From an optimization exercise on the open Yosys and OpenROAD flow, aimed at small area, a short achievable clock period and few clock cycles; shortcuts taken in it are not production practice. RTL that was checked went through simulation tests only; none was proved equivalent to the original. Power is estimated from default activity; no workload was simulated.

Design rv_pl, start of the top module:
module rv_pl(
    input  wire        clk,
    input  wire        rst_n,
    output wire [31:0] m_inst_axi_araddr,
    output wire        m_inst_axi_arvalid,
    input  wire        m_inst_axi_arready,
    input  wire [31:0] m_inst_axi_rdata,
    input  wire [1:0]  m_inst_axi_rresp,
    input  wire        m_inst_axi_rvalid,
    output wire        m_inst_axi_rready,
    output wire [2:0]  m_inst_axi_arprot,
    output wire [31:0] m_data_axi_awaddr,
    output wire        m_data_axi_awvalid,
    input  wire        m_data_axi_awready,
    output wire [31:0] m_data_axi_wdata,
    output wire [3:0]  m_data_axi_wstrb,
    output wire        m_data_axi_wvalid,
    input  wire        m_data_axi_wready,
    input  wire [1:0]  m_data_axi_bresp,
    input  wire        m_data_axi_bvalid,
    output wire        m_data_axi_bready,
    output wire [31:0] m_data_axi_araddr,
    output wire        m_data_axi_arvalid,
    input  wire        m_data_axi_arready,
    input  wire [31:0] m_data_axi_rdata,
    input  wire [1:0]  m_data_axi_rresp,
  ...
For scale: roughly 6,000 cells after synthesis, about 1,500 flip-flops, roughly 0.073 mm^2 of cells after synthesis.
Settings: LEC_CHECK=0, CAP_MARGIN=20, CORE_MARGIN=2, CORE_UTILIZATION=62, CTS_BUF_LIST=sky130_fd_sc_hd__clkbuf_8, CTS_CLUSTER_SIZE=30, SLEW_MARGIN=20; clock period 10.0 ns.
standard.sh (not shown) runs the stock make flow with config.mk's settings and CLKGATE_MAP_FILE= SYNTH_SCRIPT=/design/flow/synth_recipe.tcl, a recipe that flattens the netlist after the stock synthesis.
==> flow/flow/run.sh <==
#!/bin/bash
# Layout with the standard flow: timing repair aimed past the clock period,
# and plain buf_2 cells (instead of the default weak delay cells) as port buffers.
set -euo pipefail
bash standard.sh SETUP_SLACK_MARGIN=6.4 "BUFFER_PORTS_ARGS=-buffer_cell sky130_fd_sc_hd__buf_2" finish > standard_finish.log 2>&1
Testbench counts at the start, summed over its fixed seeds: cycles 188,293.
Change:
==> flow/flow/run.sh (replaced) <==
#!/bin/bash
# Layout with the standard flow, with timing repair aimed past the clock period.
set -euo pipefail
bash standard.sh SETUP_SLACK_MARGIN=6.5 finish > standard_finish.log 2>&1
--- a/flow/config.mk
+++ b/flow/config.mk
@@ -8,5 +8,5 @@
 export CAP_MARGIN = 20
 export CORE_MARGIN = 2
-export CORE_UTILIZATION = 62
+export CORE_UTILIZATION = 58
 export CTS_BUF_LIST = sky130_fd_sc_hd__clkbuf_8
 export CTS_CLUSTER_SIZE = 30
Result:
- The changed run completed with no timing, DRC or antenna violations
- clock-buffer cell count fell by 2
- die area rose by 6.8%
- hold slack got worse by 0.0055 ns
- total power rose by 0.60%
- final cell count rose by 3.2%
- global-route usage fell by 2.5 points
- combinational power rose by about 4%
- final area rose by 2.6%

rv_pl, a different RTL version from the one above (not shown whole).
Size: about 5,800 cells after synthesis, ~1,400 flip-flops, roughly 230 I/O pins, roughly 70,000 um^2 of cells after synthesis.
Settings: LEC_CHECK=0, CAP_MARGIN=20, CORE_MARGIN=2, CORE_UTILIZATION=40, SETUP_SLACK_MARGIN=5, SLEW_MARGIN=20; clock period 10.0 ns.
==> flow/flow/run.sh <==
#!/bin/bash
# Layout with the standard flow, with timing repair aimed past the clock period.
set -euo pipefail
bash standard.sh SETUP_SLACK_MARGIN=6.5 finish > standard_finish.log 2>&1
The starting point completed with no timing, DRC or antenna violations.
Testbench counts at the start, summed over its fixed seeds: cycles 206,638.
Edit:
==> flow/run.sh (new file) <==
#!/bin/bash
# synth_recipe.tcl (not shown) runs the flow's synth.tcl, then flattens the netlist and writes it again
# the make line also repeats each setting of config.mk as NAME=value (left out here)
make -C /OpenROAD-flow-scripts/flow DESIGN_CONFIG=/design/flow/config.mk WORK_HOME=/design/flow/orfs CLKGATE_MAP_FILE= SYNTH_SCRIPT=/design/flow/synth_recipe.tcl finish
removed: flow/flow/run.sh
removed: flow/standard.sh
Wire length shrinks by 10%.
Sequential power rose by about 1%.
Total power came out lower by 19%.
Count of clock-buffer cells in the layout drops by 7.

## before
rv_pl, a different RTL version from the one above (not shown whole).
For scale: roughly 5200 cells after synthesis, about 230 I/O pins.
==> flow/design.v (excerpt) <==
module rv_pl(
    input  wire        clk,
    input  wire        rst_n,
    output wire [31:0] m_inst_axi_araddr,
    output wire        m_inst_axi_arvalid,
    input  wire        m_inst_axi_arready,
    input  wire [31:0] m_inst_axi_rdata,
    input  wire [1:0]  m_inst_axi_rresp,
    input  wire        m_inst_axi_rvalid,
    output wire        m_inst_axi_rready,
    output wire [2:0]  m_inst_axi_arprot,
    output wire [31:0] m_data_axi_awaddr,
    output wire        m_data_axi_awvalid,
    input  wire        m_data_axi_awready,
    output wire [31:0] m_data_axi_wdata,
    output wire [3:0]  m_data_axi_wstrb,
    output wire        m_data_axi_wvalid,
    input  wire        m_data_axi_wready,
    input  wire [1:0]  m_data_axi_bresp,
    input  wire        m_data_axi_bvalid,
    output wire        m_data_axi_bready,
    output wire [31:0] m_data_axi_araddr,
    output wire        m_data_axi_arvalid,
    input  wire        m_data_axi_arready,
    input  wire [31:0] m_data_axi_rdata,
    input  wire [1:0]  m_data_axi_rresp,
    input  wire        m_data_axi_rvalid,
    output wire        m_data_axi_rready,
    output wire [2:0]  m_data_axi_arprot,
    output wire [2:0]  m_data_axi_awprot,
    output reg         done
);
    localparam QD     = 3;    
    localparam MAXOUT = 3;    
  ...
clock: 10.0 ns
lec_check: 0
cap_margin: 20
core_margin: 2
core_utilization: 40
setup_slack_margin: 5
slew_margin: 20
run.sh (not shown) runs the stock make flow with config.mk's settings and CLKGATE_MAP_FILE= SYNTH_SCRIPT=/design/flow/synth_recipe.tcl, a recipe that flattens the netlist after the stock synthesis.
Stock flow here: none of the scripts above is used.
before: done, clean on timing, DRC and antenna
Testbench counts of before, summed over its fixed seeds: cycles 216,071.
#### Input delta (after over before)
--- a/flow/config.mk
+++ b/flow/config.mk
@@ -11 +10,0 @@
-export SETUP_SLACK_MARGIN = 5
Findings:
Of the two values seen for launching instance or port of the critical path, op_b[3] was produced by after and m_data_axi_rvalid by before. Number of antenna violations at the first check in global routing, after and before: higher on after. Reported leakage power: before vs after, no meaningful difference. When after is measured against before, its largest fanout on the critical path turns out 33 higher.

red:
Another version of the RTL of rv_pl (not shown whole).
For scale: roughly 5900 cells after synthesis, about 71000 um^2 of cells after synthesis.
clock: 10.0 ns
lec_check: 0
cap_margin: 20
core_margin: 2
core_utilization: 40
setup_slack_margin: 5
slew_margin: 20
standard.sh (not shown) runs the stock make flow with config.mk's settings and CLKGATE_MAP_FILE= SYNTH_SCRIPT=/design/flow/synth_recipe.tcl, a recipe that flattens the netlist after the stock synthesis.
==> flow/flow/run.sh <==
#!/bin/bash
# Layout with the standard flow, with timing repair aimed past the clock period.
set -euo pipefail
bash standard.sh SETUP_SLACK_MARGIN=6.5 finish > standard_finish.log 2>&1
### red -> blue
--- a/flow/flow/run.sh
+++ b/flow/flow/run.sh
@@ -4 +4 @@
-bash standard.sh SETUP_SLACK_MARGIN=6.5 finish > standard_finish.log 2>&1
+bash standard.sh SETUP_SLACK_MARGIN=6.0 finish > standard_finish.log 2>&1
Results
Sort blue and red by global-route usage, descending, and red comes first. blue finished every stage and its layout cleared the timing, DRC and antenna checks. Having completed the whole flow, red delivered a layout that passed the timing, DRC and antenna checks. The met1 track demand over resource in blue sits 0.65 points below the value recorded for red. Delta (blue minus red): maximum vdd drop lost 0.00000058 V; clock period minus final worst setup slack lost 32 ps.
No functional check of the RTL was part of any run of this note.

-- port drivers added, routing unchanged --
How much do the figures lean on ideal ports? The routed layouts below were timed once more, with nothing changed but the port constraints. Step 1 (the two cells are an assumption about what drives the block):
set clk [get_ports {clk}]
set_driving_cell -lib_cell sky130_fd_sc_hd__clkbuf_16 $clk
set_driving_cell -lib_cell sky130_fd_sc_hd__buf_2 [delete_from_list [all_inputs] $clk]
Step 2 adds t to the input delays and takes it off the output delays; t is the mean of the earliest and latest rising clock arrival at the registers after step 1. Input paths then give back, and output paths get back, about the clock's delay inside the block. Slacks: ideal / step 1 / step 2; pairs: ideal / step 1.
run	t, ns	setup slack, ns	slew at the worst register clock pin (ns)	worst data-port slew with drivers (ns)	pins driven straight from the clock port
the first run of note 1	1.083	6.056 / 6.056 / 5.073	0.08 / 0.08	0.08	1
the second run of note 1	1.087	6.146 / 6.146 / 5.190	0.08 / 0.08	0.10	1
the first run of note 2	0.885	5.750 / 5.750 / 5.367	0.07 / 0.07	0.08	1
the second run of note 2	0.891	5.002 / 5.002 / 4.331	0.07 / 0.07	0.05	1
before	0.883	4.921 / 4.952 / 4.100	0.07 / 0.07	0.05	1
after	0.903	3.600 / 3.600 / 3.061	0.07 / 0.07	0.07	1
red	0.911	5.631 / 5.631 / 5.282	0.07 / 0.07	0.20	1
blue	0.907	5.663 / 5.663 / 5.038	0.07 / 0.07	0.17	1
After both steps setup and hold are still met in every run listed. For the first run of note 1, which loses most, drivers alone change the setup slack by 0.000 ns; drivers and shift together by -0.983 ns.
